Background: an optimization exercise with open tools, aiming at a short achievable clock period and few clock cycles. Do not read the settings as production practice.
Function was checked by simulation only, so behaviour that the tests miss may differ from the original.
Power and IR drop assume default switching activity.

<file path="design/flow/config.mk">
export PLATFORM = sky130hd
export DESIGN_NAME = armreduced
export DESIGN_NICKNAME = armreduced
export VERILOG_FILES = /design/flow/design.v
export SDC_FILE = /design/flow/constraint.sdc
export NUM_CORES = 4
export LEC_CHECK = 0
export CAP_MARGIN = 20
export CORE_MARGIN = 2
export CORE_UTILIZATION = 40
export SLEW_MARGIN = 20
</file>
<file path="design/flow/constraint.sdc">
create_clock -name core_clock -period 12.0 [get_ports {clk}]
set_input_delay 2.4000 -clock core_clock [delete_from_list [all_inputs] [get_ports {clk}]]
set_output_delay 2.4000 -clock core_clock [all_outputs]
set_load 0.01 [all_outputs]
</file>
<file path="design/flow/design.v">
module ArithUnit
(input[31:0] inpa,	input[31:0] inpb, input cin, input addsub, input carryop,	output[31:0] outp, output cout, output overflow);
	wire [32:0] temp;
  assign temp = addsub ? inpa+inpb+(carryop ? cin : 0) : inpa-inpb-(carryop? (cin ? 0 : 1) : 0);
  assign cout = temp[32];
  assign outp = temp[31:0];
  assign overflow = (inpa[31]^outp[31])&(inpb[31]^outp[31]);
endmodule
module ALUopdecoder(
 input[3:0] instop,
 output reg[2:0] aluop);
	always @ (*)
		case(instop)
		0 : aluop='b011;
		1 : aluop='b111;
		2 : aluop='b000;
		4 : aluop='b001;
		5 : aluop='b101;
		6 : aluop='b100;
		10 : aluop='b000;
		12 : aluop='b010;
		13 : aluop='b001;
		default : aluop='b000;
		endcase
endmodule 
module LogicUnit
(input[31:0] inpa, input[31:0] inpb, input andor, input xorop, output[31:0] outp);
  assign outp = xorop ? inpa^inpb : andor ? inpa&inpb : inpa|inpb;
endmodule
module ALU32bit
(input[31:0] inpa,	input[31:0] inpb,	input cin, input[2:0] aluop,	output[31:0] result, output negative, output zero, output cout, output overflow);
  wire[31:0] resultl;
  wire[31:0] resulta;
  wire carrya, overflowa;
  wire carryl = cin;
  wire overflowl = 1'b0; 
  wire al = aluop[1];  
  LogicUnit logicop(inpa,	inpb,	aluop[0], aluop[2],	resultl);
  ArithUnit arithop(inpa,	inpb,	cin, aluop[0], aluop[2],	resulta, carrya, overflowa);
  assign result = al ? resultl : resulta;
  assign negative = result[31];
  assign zero = (result=='h00000000) ? 'b1 : 'b0; 
  assign cout = al ? carryl : carrya;
  assign overflow = al ? overflowl : overflowa;
endmodule
module signalcontrol(
	input[11:0] flags,
	input zero,
	output reg [2:0] total,  
	output reg [19:0] s2,
	output reg [19:0] s3,
	output reg [19:0] s4);
 always @ (*) begin
  if((flags[11]&flags[10]&flags[9])||(flags[8]^zero)) begin
   if(flags[7]) begin  
    if(~flags[4]) begin  
    s2=20'b00010110001001000100;
    s3=20'b00000000000000000000;
    s4=20'b00000000000000000000;
    total=2;
    end
   else begin  
    s2=20'b00011001001001000100;
    s3=20'b00010101000000000000;
    s4=20'b00000000000000000000;
    total=3;
   end
  end
  else if(flags[6]) begin  
   s2={10'b0001010101,(flags[5]==1 ? 2'b11 : 2'b10),(flags[3]==1 ? 4'b0100 : 4'b0010), 3'b001, (flags[0]==1 ? 1'b0 : 1'b1)};
   if(~flags[0]) begin  
    s3=20'b10000000000000000000;
    s4=20'b00000000000000000000;
    total=3;
   end
   else begin  
    s3=20'b00100000000000000000;
    s4=20'b00010000000000000000;
    total=4;
   end 
  end
  else  
   case(flags[4:1])
    10 : begin  
    s2={10'b0001010101, (flags[5]==1 ? 2'b10 : 2'b11), 8'b00101000};
    s3=20'b00000000000000000000;
    s4=20'b00000000000000000000;
    total=2;
    end
    13 : begin  
    s2={10'b0001010110, (flags[5]==1 ? 2'b10 : 2'b11), 4'b0100 ,flags[0], 3'b000};
    s3=20'b00010001000000000000;
    s4=20'b00000000000000000000;
    total=3; 
    end
    default : begin  
     s2={10'b0001010101, (flags[5]==1 ? 2'b10 : 2'b11), flags[4:0], 3'b000};
     s3=20'b00010001000000000000;
     s4=20'b00000000000000000000;
     total=3;
    end
   endcase
  end
  else begin  
   s2=20'b00010101000000000000;
   s3=20'b00000000000000000000;
   s4=20'b00000000000000000000;
   total=2;
  end
 end
endmodule 
module oneAdder(
	input clk,  
	input reset,  
	input [2:0] current, 
	output reg[2:0] regout);
	wire last;
	assign last=current==regout;
	always @ (posedge clk)
	if(reset)
		regout<='b000;
	else if(last)
		regout<='b000;
	else
		regout<=regout+'b001;	
endmodule
module signalunit
	(input clk, 
	 input reset,  
	 input[11:0] flags,  
	 input zero,
	 output Mwrite,  
	 output IRwrite, 
	 output Mread,  
	 output regwrite,  
	 output[1:0] regdst,  
	 output[1:0] regsrc,  
	 output[1:0] ALUsrcA,  
	 output[1:0] ALUsrcB,  
	 output[3:0] ALUop,  
	 output NZCVwrite,  
	 output [1:0] immsrc,  
	 output regbdst);  
  wire [19:0] s [7:0];  
  assign s[5] = 20'b0;
  assign s[6] = 20'b0;
  assign s[7] = 20'b0;
  assign s[0] = 20'b01110110000101000000;  
  assign s[1] = 20'b00000000000000100000;  
  wire [2:0] total;  
  wire [2:0] step;  
  oneAdder Step(.clk (clk), .reset (reset), .current (total), .regout (step));  
  signalcontrol bringSignal(  
	.flags (flags),
	.zero (zero),
	.total (total),
	.s2 (s[2]),  
	.s3 (s[3]),  
	.s4 (s[4]));    
  assign Mwrite=s[step][19];  
  assign IRwrite=s[step][18];  
  assign Mread=s[step][17];  
  assign regwrite=s[step][16];  
  assign regdst=s[step][15:14];  
  assign regsrc=s[step][13:12];  
  assign ALUsrcA=s[step][11:10];  
  assign ALUsrcB=s[step][9:8];  
  assign ALUop=s[step][7:4];  
  assign NZCVwrite=s[step][3];  
  assign immsrc=s[step][2:1];  
  assign regbdst=s[step][0];  
endmodule
 module signextmux(
	 input [23:0] in,
	 input [1:0] select,
	 output reg[31:0] extVal);
	integer i;
	always @ (*) begin
	case(select)
	0 : begin
		extVal[7:0]=in[7:0];
		for(i=8;i<32;i=i+1) extVal[i]=in[7];
		end
	1 : begin
		extVal[11:0]=in[11:0];
		for(i=12;i<32;i=i+1) extVal[i]='b0;
		end
	2 : begin
		extVal[1:0]=2'b00;
		extVal[25:2]=in[23:0];
		for(i=26;i<32;i=i+1) extVal[i]=in[23];
		end
	default : extVal='h00000000;
	endcase
	end
endmodule
module register_1bit(
	input regin,
	input clk,
	input write,
	input reset,
	output reg regout);
	always @ (posedge clk)
	if(reset) begin
		regout<=0;
	end
	else if(write) begin
		regout<=regin;
	end
endmodule
module register(
	input[31:0] regin,
	input clk,
	input write,
	input reset,
	output reg[31:0] regout);
	always @ (posedge clk)
	if(reset)
		regout<='h0000;
	else if(write)
		regout<=regin;
endmodule
module decoder_4to16(
	input[3:0] in,
	output reg[15:0] out);
	always @ (*)
	case(in)
	0 : out='h0001;
	1 : out='h0002;
	2 : out='h0004;
	3 : out='h0008;
	4 : out='h0010;
	5 : out='h0020;
	6 : out='h0040;
	7 : out='h0080;
	8 : out='h0100;
	9 : out='h0200;
   10 : out='h0400;
   11 : out='h0800;
   12 : out='h1000;
   13 : out='h2000;
   14 : out='h4000;
   15 : out='h8000;
    endcase
endmodule
module registerfile(
	input[3:0] reg1,
	input[3:0] reg2,
	input[3:0] regdst,
	input[31:0] regsrc,
	input clk,
	input reset,
	input we,  
	output[31:0] out1,
	output[31:0] out2,
	output[31:0] pc);
	wire[15:0] write;  
	wire[31:0] registers [15:0];  
	decoder_4to16 selecter(.in (regdst), .out (write));  
	register register0 (.regin (regsrc), .write (write[0]&we), .clk (clk), .reset (reset), .regout (registers[0]));
	register register1 (.regin (regsrc), .write (write[1]&we), .clk (clk), .reset (reset), .regout (registers[1]));
	register register2 (.regin (regsrc), .write (write[2]&we), .clk (clk), .reset (reset), .regout (registers[2]));
	register register3 (.regin (regsrc), .write (write[3]&we), .clk (clk), .reset (reset), .regout (registers[3]));
	register register4 (.regin (regsrc), .write (write[4]&we), .clk (clk), .reset (reset), .regout (registers[4]));
	register register5 (.regin (regsrc), .write (write[5]&we), .clk (clk), .reset (reset), .regout (registers[5]));
	register register6 (.regin (regsrc), .write (write[6]&we), .clk (clk), .reset (reset), .regout (registers[6]));
	register register7 (.regin (regsrc), .write (write[7]&we), .clk (clk), .reset (reset), .regout (registers[7]));
	register register8 (.regin (regsrc), .write (write[8]&we), .clk (clk), .reset (reset), .regout (registers[8]));
	register register9 (.regin (regsrc), .write (write[9]&we), .clk (clk), .reset (reset), .regout (registers[9]));
	register register10 (.regin (regsrc), .write (write[10]&we), .clk (clk), .reset (reset), .regout (registers[10]));
	register register11 (.regin (regsrc), .write (write[11]&we), .clk (clk), .reset (reset), .regout (registers[11]));
	register register12 (.regin (regsrc), .write (write[12]&we), .clk (clk), .reset (reset), .regout (registers[12]));
	register register13 (.regin (regsrc), .write (write[13]&we), .clk (clk), .reset (reset), .regout (registers[13]));
	register register14 (.regin (regsrc), .write (write[14]&we), .clk (clk), .reset (reset), .regout (registers[14]));
	register register15 (.regin (regsrc), .write (write[15]&we), .clk (clk), .reset (reset), .regout (registers[15]));
	assign out1=registers[reg1];
	assign out2=registers[reg2];
	assign pc=registers[15];
endmodule
module armreduced(
	input clk,
	input reset,
	output[31:0] pc,
	input[31:0] inst,
	input nIRQ,
	output [3:0] be,
	output[31:0] memaddr,
	output memwrite,
	output memread,
	output[31:0] writedata,
	input[31:0] readdata);
  wire IRwrite,regwrite,NZCVwrite;
  wire [1:0] regdst,regsrc,ALUsrcA,immsrc,ALUsrcB;
  wire [2:0] ALUop;
  wire [3:0] instop;
  wire regBdst;
  wire[31:0] imm;
  wire [3:0] ALUflags;
  wire [31:0] ALUresult,readA,readB;
  wire [3:0] RFdst [2:0]; 
  wire [31:0] RFsrc [3:0];
  wire [31:0] ALUnum1 [2:0];
  wire [31:0] ALUnum2 [3:0];
  wire [3:0] regBread [1:0];
  assign be = 4'b1111;
  wire[31:0] A,B,instructions,mdr,ALUout;
  reg n,v;
  wire z,c;
  register MDR(.regin (readdata), .write ('b1), .clk (clk), .reset (reset), .regout (mdr));
  register ALUoutRegister(.regin (ALUresult), .write ('b1), .clk (clk), .reset (reset), .regout (ALUout));
  register A_Register(.regin (readA), .write ('b1), .clk (clk), .reset (reset), .regout (A));
  register B_Register(.regin (readB), .write ('b1), .clk (clk), .reset (reset), .regout (B));
  register InstructionRegister(.regin (inst), .write (IRwrite), .clk (clk), .reset (reset), .regout (instructions));
  register_1bit Z(.regin (ALUflags[2]), .reset (reset), .clk (clk), .write (NZCVwrite), .regout (z));
  register_1bit C(.regin (ALUflags[1]), .reset (reset), .clk (clk), .write (NZCVwrite), .regout (c));
	assign RFdst[0]=instructions[15:12];  
	assign RFdst[1]=4'b1111;  
	assign RFdst[2]=4'b1110;  
	assign RFsrc[0]=mdr; 
	assign RFsrc[1]=ALUout;  
	assign RFsrc[2]=ALUresult;  
	assign RFsrc[3]=B;  
	assign regBread[0]=instructions[3:0];
	assign regBread[1]=instructions[15:12];
	assign ALUnum1[0]=pc;
	assign ALUnum1[1]=A;
	assign ALUnum1[2]='h00000000;
	assign ALUnum2[0]='h00000004;
	assign ALUnum2[1]='h00000008;
	assign ALUnum2[2]=imm;
	assign ALUnum2[3]=B<<instructions[11:7];
	assign writedata=B;
	assign memaddr=ALUout;
	signalunit SignalControl(
		.clk (clk),
		.reset (reset),
		.flags (instructions[31:20]),
		.zero (z),
		.Mwrite (memwrite),
		.IRwrite (IRwrite),
		.Mread (memread),
		.regwrite (regwrite),
		.regdst (regdst),
		.regsrc (regsrc),
		.ALUsrcA (ALUsrcA),
		.ALUsrcB (ALUsrcB),
		.ALUop (instop),
		.NZCVwrite (NZCVwrite),
		.immsrc (immsrc),
		.regbdst (regBdst));  
	registerfile RegisterFile(
		.reg1 (instructions[19:16]),
		.reg2 (regBread[regBdst]),
		.regdst (RFdst[regdst]),
		.regsrc (RFsrc[regsrc]),
		.clk (clk),
		.reset (reset),
		.we (regwrite),
		.out1 (readA),
		.out2 (readB),
		.pc (pc));
	signextmux Immidiate(instructions[23:0],immsrc,imm);
	ALUopdecoder ALUopDecoder(
		.instop (instop),
		.aluop (ALUop));
	ALU32bit ALU(
		.inpa (ALUnum1[ALUsrcA]),
		.inpb (ALUnum2[ALUsrcB]),
		.cin (c),
		.aluop (ALUop),
		.result (ALUresult),
		.negative (ALUflags[3]),
		.zero (ALUflags[2]),
		.cout (ALUflags[1]),
		.overflow (ALUflags[0]));
endmodule
</file>
<file path="design/flow/run.sh">
#!/bin/bash
# synth_recipe.tcl (not shown) runs the flow's synth.tcl, then flattens the netlist and writes it again
# the make line also repeats each setting of config.mk as NAME=value (left out here)
make -C /OpenROAD-flow-scripts/flow DESIGN_CONFIG=/design/flow/config.mk WORK_HOME=/design/flow/orfs CLKGATE_MAP_FILE= SYNTH_SCRIPT=/design/flow/synth_recipe.tcl finish
</file>
==> results.txt <==
## per-stage QoR
step,cells,worst slack [ps]
2_1_floorplan,4884,5840
3_3_place_gp,5999,3650
3_5_place_dp,5999,3580
4_1_cts,6133,3540
5_1_grt,6133,2940
6_report,6135,3200
## area by class of cell
class | count | area, sq um
Multi-Input combinational cell | 3678 | 22300
Timing Repair Buffer | 269 | 2460
Fill cell | 9450 | 50300
Sequential cell | 677 | 13600
Tap cell | 1254 | 1570
Clock inverter | 25 | 374
Clock buffer | 109 | 2300
Antenna cell | 2 | 5.00
Inverter | 121 | 454
## worst min path at each step
stage | to | slack (ps) | cells after the start | startpoint
after global placement | RegisterFile.register0.regout[25]$_SDFFE_PP0P_ | 460 | 2 | RegisterFile.register0.regout[25]$_SDFFE_PP0P_
after CTS | RegisterFile.register3.regout[29]$_SDFFE_PP0P_ | 470 | 2 | RegisterFile.register3.regout[29]$_SDFFE_PP0P_
after global routing | RegisterFile.register9.regout[10]$_SDFFE_PP0P_ | 490 | 2 | RegisterFile.register9.regout[10]$_SDFFE_PP0P_
after floorplan | RegisterFile.register3.regout[29]$_SDFFE_PP0P_ | 440 | 2 | RegisterFile.register3.regout[29]$_SDFFE_PP0P_
final | RegisterFile.register0.regout[29]$_SDFFE_PP0P_ | 470 | 2 | RegisterFile.register0.regout[29]$_SDFFE_PP0P_
after detailed placement | RegisterFile.register9.regout[5]$_SDFFE_PP0P_ | 460 | 2 | RegisterFile.register9.regout[5]$_SDFFE_PP0P_
## tightest hold or removal path: cells and delay by family, from the launching register on
family	cells	cell delay (ps)
AND/OR/NAND/NOR	1	60
flip-flops	1	320
AO/OA/AOI/OAI	1	50
## Yosys cell counts (13+ instances only)
master,number
sky130_fd_sc_hd__ha_1,133
sky130_fd_sc_hd__nand3_1,79
sky130_fd_sc_hd__o22a_1,13
sky130_fd_sc_hd__o22ai_1,13
sky130_fd_sc_hd__clkbuf_1,280
sky130_fd_sc_hd__buf_2,83
sky130_fd_sc_hd__nor3_2,17
sky130_fd_sc_hd__nand2_1,794
sky130_fd_sc_hd__a31oi_1,21
sky130_fd_sc_hd__a21oi_1,530
sky130_fd_sc_hd__xor2_1,18
sky130_fd_sc_hd__buf_4,15
sky130_fd_sc_hd__nor3_1,97
sky130_fd_sc_hd__xnor2_1,27
sky130_fd_sc_hd__and3_1,14
sky130_fd_sc_hd__a211oi_1,188
sky130_fd_sc_hd__inv_1,118
sky130_fd_sc_hd__a22o_1,85
sky130_fd_sc_hd__a22oi_1,345
sky130_fd_sc_hd__a221oi_1,60
sky130_fd_sc_hd__nand3b_1,72
sky130_fd_sc_hd__o211ai_1,23
sky130_fd_sc_hd__buf_1,26
sky130_fd_sc_hd__o21a_1,21
sky130_fd_sc_hd__nor2b_1,62
sky130_fd_sc_hd__a21o_1,29
sky130_fd_sc_hd__o21ai_1,33
sky130_fd_sc_hd__nand4_1,90
sky130_fd_sc_hd__nand2b_1,21
sky130_fd_sc_hd__o21ai_0,121
sky130_fd_sc_hd__mux4_2,16
sky130_fd_sc_hd__nor2_1,507
sky130_fd_sc_hd__dfxtp_1,677
sky130_fd_sc_hd__mux2i_1,42
## power breakdown
group          internal [mW]  switching (mW)
Combinational           1.73            3.84
Sequential              2.60           0.406
Clock                   1.47            1.04
Total                   5.79            5.29
## per-layer routing
metal / track usage / up-vias / share of wire
li1: - / 17438 / -
met1: 0.450 / 18645 / 0.38
met2: 0.533 / 2655 / 0.42
met3: 0.0999 / 769 / 0.12
met4: 0.220 / 10 / 0.079
met5: 0.00198 / - / 0.00035
## cells by family after synthesis
logic type,count (synthesis),share of synthesized area
and+or+nand+nor,1828,0.218
AOI/OAI and AO/OA,1594,0.283
DFF,677,0.360
buffers and inverters,529,0.0575
adders and majority gates,137,0.0463
muxes,69,0.0240
xor gates and xnor gates,46,0.0109
other,1,0.0000996
==> impl_metrics.xml <==
<?xml version="1.0" encoding="UTF-8"?>
<metrics>
  <group name="global_route">
    <metric name="initial_antenna_violation_count" unit="">10</metric>
    <metric name="track_usage" unit="">0.355</metric>
    <metric name="gr-total-overflow" unit="">0</metric>
    <metric name="grt_start_max_net_pins" unit="">210</metric>
    <metric name="number_of_global_route_vias_before_repair" unit="">36470</metric>
    <metric name="first_pass_grt_wire_length" unit="microns">256000</metric>
  </group>
  <group name="setup_path">
    <metric name="worstPathRequired" unit="ps">12520</metric>
    <metric name="most_frequent_cell_on_the_critical_path" unit="">sky130_fd_sc_hd__ha_1</metric>
    <metric name="cp_num_cells" unit="">24</metric>
    <metric name="cp-endpoint" unit="">RegisterFile.register13.regout[24]$_SDFFE_PP0P_</metric>
    <metric name="chain_of_cells_forming_the_critical_path" unit="">ha_1 &gt; nor2b_1 &gt; o211ai_2 &gt; nor2_1 &gt; nand2_1 &gt; ha_1 &gt; buf_4 &gt; nor2b_2 &gt; buf_4 &gt; a22o_1 &gt; ha_1 &gt; ha_1 &gt; o211ai_1 &gt; o21ai_1 &gt; o221ai_1 &gt; o211a_1 &gt; a31oi_2 &gt; a31oi_1 &gt; xnor2_1 &gt; a211oi_1 &gt; a21oi_1 &gt; a21oi_1 &gt; or2_1 &gt; o21ai_0</metric>
    <metric name="worstSetupPathType" unit="">flip-flop to flip-flop</metric>
    <metric name="r2r_start" unit="">SignalControl.Step.regout[1]$_SDFF_PP0_</metric>
    <metric name="critical_path.startpoint_type" unit="">flip-flop</metric>
    <metric name="critical_path.top_delay_family" unit="">compound AO/OA/AOI/OAI gates</metric>
    <metric name="worstPathBufferInverterCount" unit="">2</metric>
    <metric name="timing.critical_path.to_type" unit="">flip-flop</metric>
    <metric name="critical-path-max-stage-delay" unit="ps">690</metric>
    <metric name="r2r_end" unit="">RegisterFile.register13.regout[24]$_SDFFE_PP0P_</metric>
    <metric name="data_arrival_time_at_the_worst_slack_endpoint" unit="ps">9330</metric>
    <metric name="ff2ff_setup_slack" unit="ps">3200</metric>
    <metric name="timing.critical_path.fanout_max" unit="">35</metric>
    <metric name="r2r_cells" unit="">24</metric>
    <metric name="critical_path.slowest_cell" unit="">sky130_fd_sc_hd__or2_1</metric>
    <metric name="crit_path_start" unit="">SignalControl.Step.regout[1]$_SDFF_PP0_</metric>
  </group>
  <group name="logic_synthesis">
    <metric name="syn_inst" unit="">4881</metric>
    <metric name="postSynth.asyncResetShare" unit="">0</metric>
    <metric name="synth_ff_type" unit="">sky130_fd_sc_hd__dfxtp_1</metric>
    <metric name="number_of_synthesized_flops_with_an_enable_pin" unit="">0</metric>
    <metric name="avgSynthCellArea" unit="sq um">7.71</metric>
    <metric name="synth.yosys.seq_area_share" unit="">0.360</metric>
    <metric name="synth.top_cells.by_area" unit="">sky130_fd_sc_hd__dfxtp_1 (36%), sky130_fd_sc_hd__nand2_1 (7.9%), sky130_fd_sc_hd__a21oi_1 (7.0%)</metric>
    <metric name="synth.distinct_cells" unit="">97</metric>
    <metric name="yosysTopAreaCell" unit="">sky130_fd_sc_hd__dfxtp_1</metric>
    <metric name="yosys_register_bits" unit="">677</metric>
    <metric name="synthesis.area" unit="sq um">37600</metric>
    <metric name="ys_warn_count" unit="">10</metric>
    <metric name="synth.top_cell.area_share" unit="">0.360</metric>
  </group>
  <group name="clocking">
    <metric name="clk_path_buf_depth" unit="">3</metric>
    <metric name="post_cts.repair.setup_buffers" unit="">0</metric>
    <metric name="clock-root-buffer" unit="">sky130_fd_sc_hd__clkbuf_16</metric>
    <metric name="cts-htree-levels" unit="">3</metric>
    <metric name="hold_buffers" unit="">0</metric>
    <metric name="cts.sinks" unit="">677</metric>
    <metric name="clock_pin_slew_on_the_worst_setup_and_hold_paths" unit="ps">60</metric>
    <metric name="cts_inserted_buffers" unit="">77</metric>
    <metric name="tritoncts" unit="">done</metric>
    <metric name="clk-insertion-delay-late" unit="ps">680</metric>
    <metric name="cts_resized" unit="">0</metric>
  </group>
  <group name="hold_path">
    <metric name="hold_path_class" unit="">flip-flop to flip-flop</metric>
  </group>
  <group name="drt">
    <metric name="wl_per_cell" unit="microns">29.2</metric>
    <metric name="vias" unit="">39517</metric>
    <metric name="avgViaCountPerCell" unit="">6.44</metric>
    <metric name="dr.first_iter.drc_count" unit="">5690</metric>
    <metric name="drt-pass1-iter-count" unit="">6</metric>
    <metric name="drc" unit="">0</metric>
    <metric name="wirelength" unit="microns">179000</metric>
    <metric name="route.antenna.remaining_nets" unit="">0</metric>
  </group>
  <group name="cells_and_area">
    <metric name="drive_gt1_frac" unit="">0.0789</metric>
    <metric name="final_common_cell" unit="">sky130_fd_sc_hd__nand2_1</metric>
    <metric name="most-common-layout-cells" unit="">sky130_fd_sc_hd__nand2_1 (793), sky130_fd_sc_hd__dfxtp_1 (676), sky130_fd_sc_hd__a21oi_1 (530), sky130_fd_sc_hd__nor2_1 (476), sky130_fd_sc_hd__a22oi_1 (345)</metric>
    <metric name="fin_area" unit="sq um">43000</metric>
    <metric name="layout-area-overhead-vs-synth" unit="%">14.3</metric>
    <metric name="finalCoreUtilization" unit="">0.461</metric>
    <metric name="finish.net_count" unit="">5028</metric>
  </group>
  <group name="sta">
    <metric name="min_period" unit="ps">8800</metric>
    <metric name="slew_headroom" unit="">0.141</metric>
    <metric name="tightest_slew" unit="ps">1280</metric>
    <metric name="post-route-period-util" unit="">0.734</metric>
    <metric name="final_hold_viol_count" unit="">0</metric>
    <metric name="fin_worst_hold_slack" unit="ps">469</metric>
    <metric name="fin_setup_tns" unit="ps">0</metric>
    <metric name="fin_worst_skew" unit="ps">36.2</metric>
    <metric name="final_max_slew_viols" unit="">0</metric>
    <metric name="finalSetupViolCount" unit="">0</metric>
    <metric name="setup_repair_after_global_routing_missed_its_margin" unit="">false</metric>
    <metric name="max_clock_freq" unit="GHz">0.114</metric>
  </group>
  <group name="run">
    <metric name="maxCapViolations" unit="">0</metric>
  </group>
  <group name="power_and_ir_drop">
    <metric name="static-leakage-power" unit="nW">14.9</metric>
    <metric name="peakVddDrop" unit="uV">160</metric>
    <metric name="power-per-cell-area" unit="nW/um^2">258</metric>
    <metric name="post-layout-total-power" unit="mW">11.1</metric>
  </group>
  <group name="die">
    <metric name="core_area" unit="sq um">93300</metric>
    <metric name="ioPinCount" unit="">169</metric>
    <metric name="placement_rows" unit="">112</metric>
    <metric name="die_x" unit="microns">311</metric>
    <metric name="die_height" unit="microns">311</metric>
    <metric name="floorplan.initialDensity" unit="">0.403</metric>
    <metric name="die-area" unit="sq um">96600</metric>
  </group>
  <group name="outcome">
    <metric name="outcome" unit="">no timing/DRC/antenna violations</metric>
  </group>
  <group name="place">
    <metric name="dp_hpwl" unit="microns">108000</metric>
    <metric name="count_of_buffers_inserted_at_the_top_level_ports" unit="">163</metric>
    <metric name="placed_cell_area" unit="sq um">40300</metric>
    <metric name="place.gp.congestion" unit="">1.00</metric>
  </group>
</metrics>
Testbench counts, summed over its fixed seeds: cycles 130,166.

separate check: timing with driven ports:
How much do the figures lean on ideal ports? The routed layout below was timed once more, with nothing changed but the port constraints. Step 1 assumes that a clkbuf_16 drives the clock port and a buf_2 every other input. Step 2 also shifts input and output timing later by t, the mid clock arrival at the registers, as if the neighbouring blocks saw the same clock. Slacks: ideal ports / drivers / drivers and shift; pairs: ideal ports / drivers.
t, ns: 0.731
setup WS [ns]: 3.197 / 3.197 / 3.197
worst setup path after step 2: register to register
worst register clock-pin slew, ns: 0.07 / 0.07
pins driven straight from the clock port: 1
After both steps setup and hold are still met in this run. The setup slack of this run moves by 0.000 ns with the drivers and by 0.000 ns with both steps.
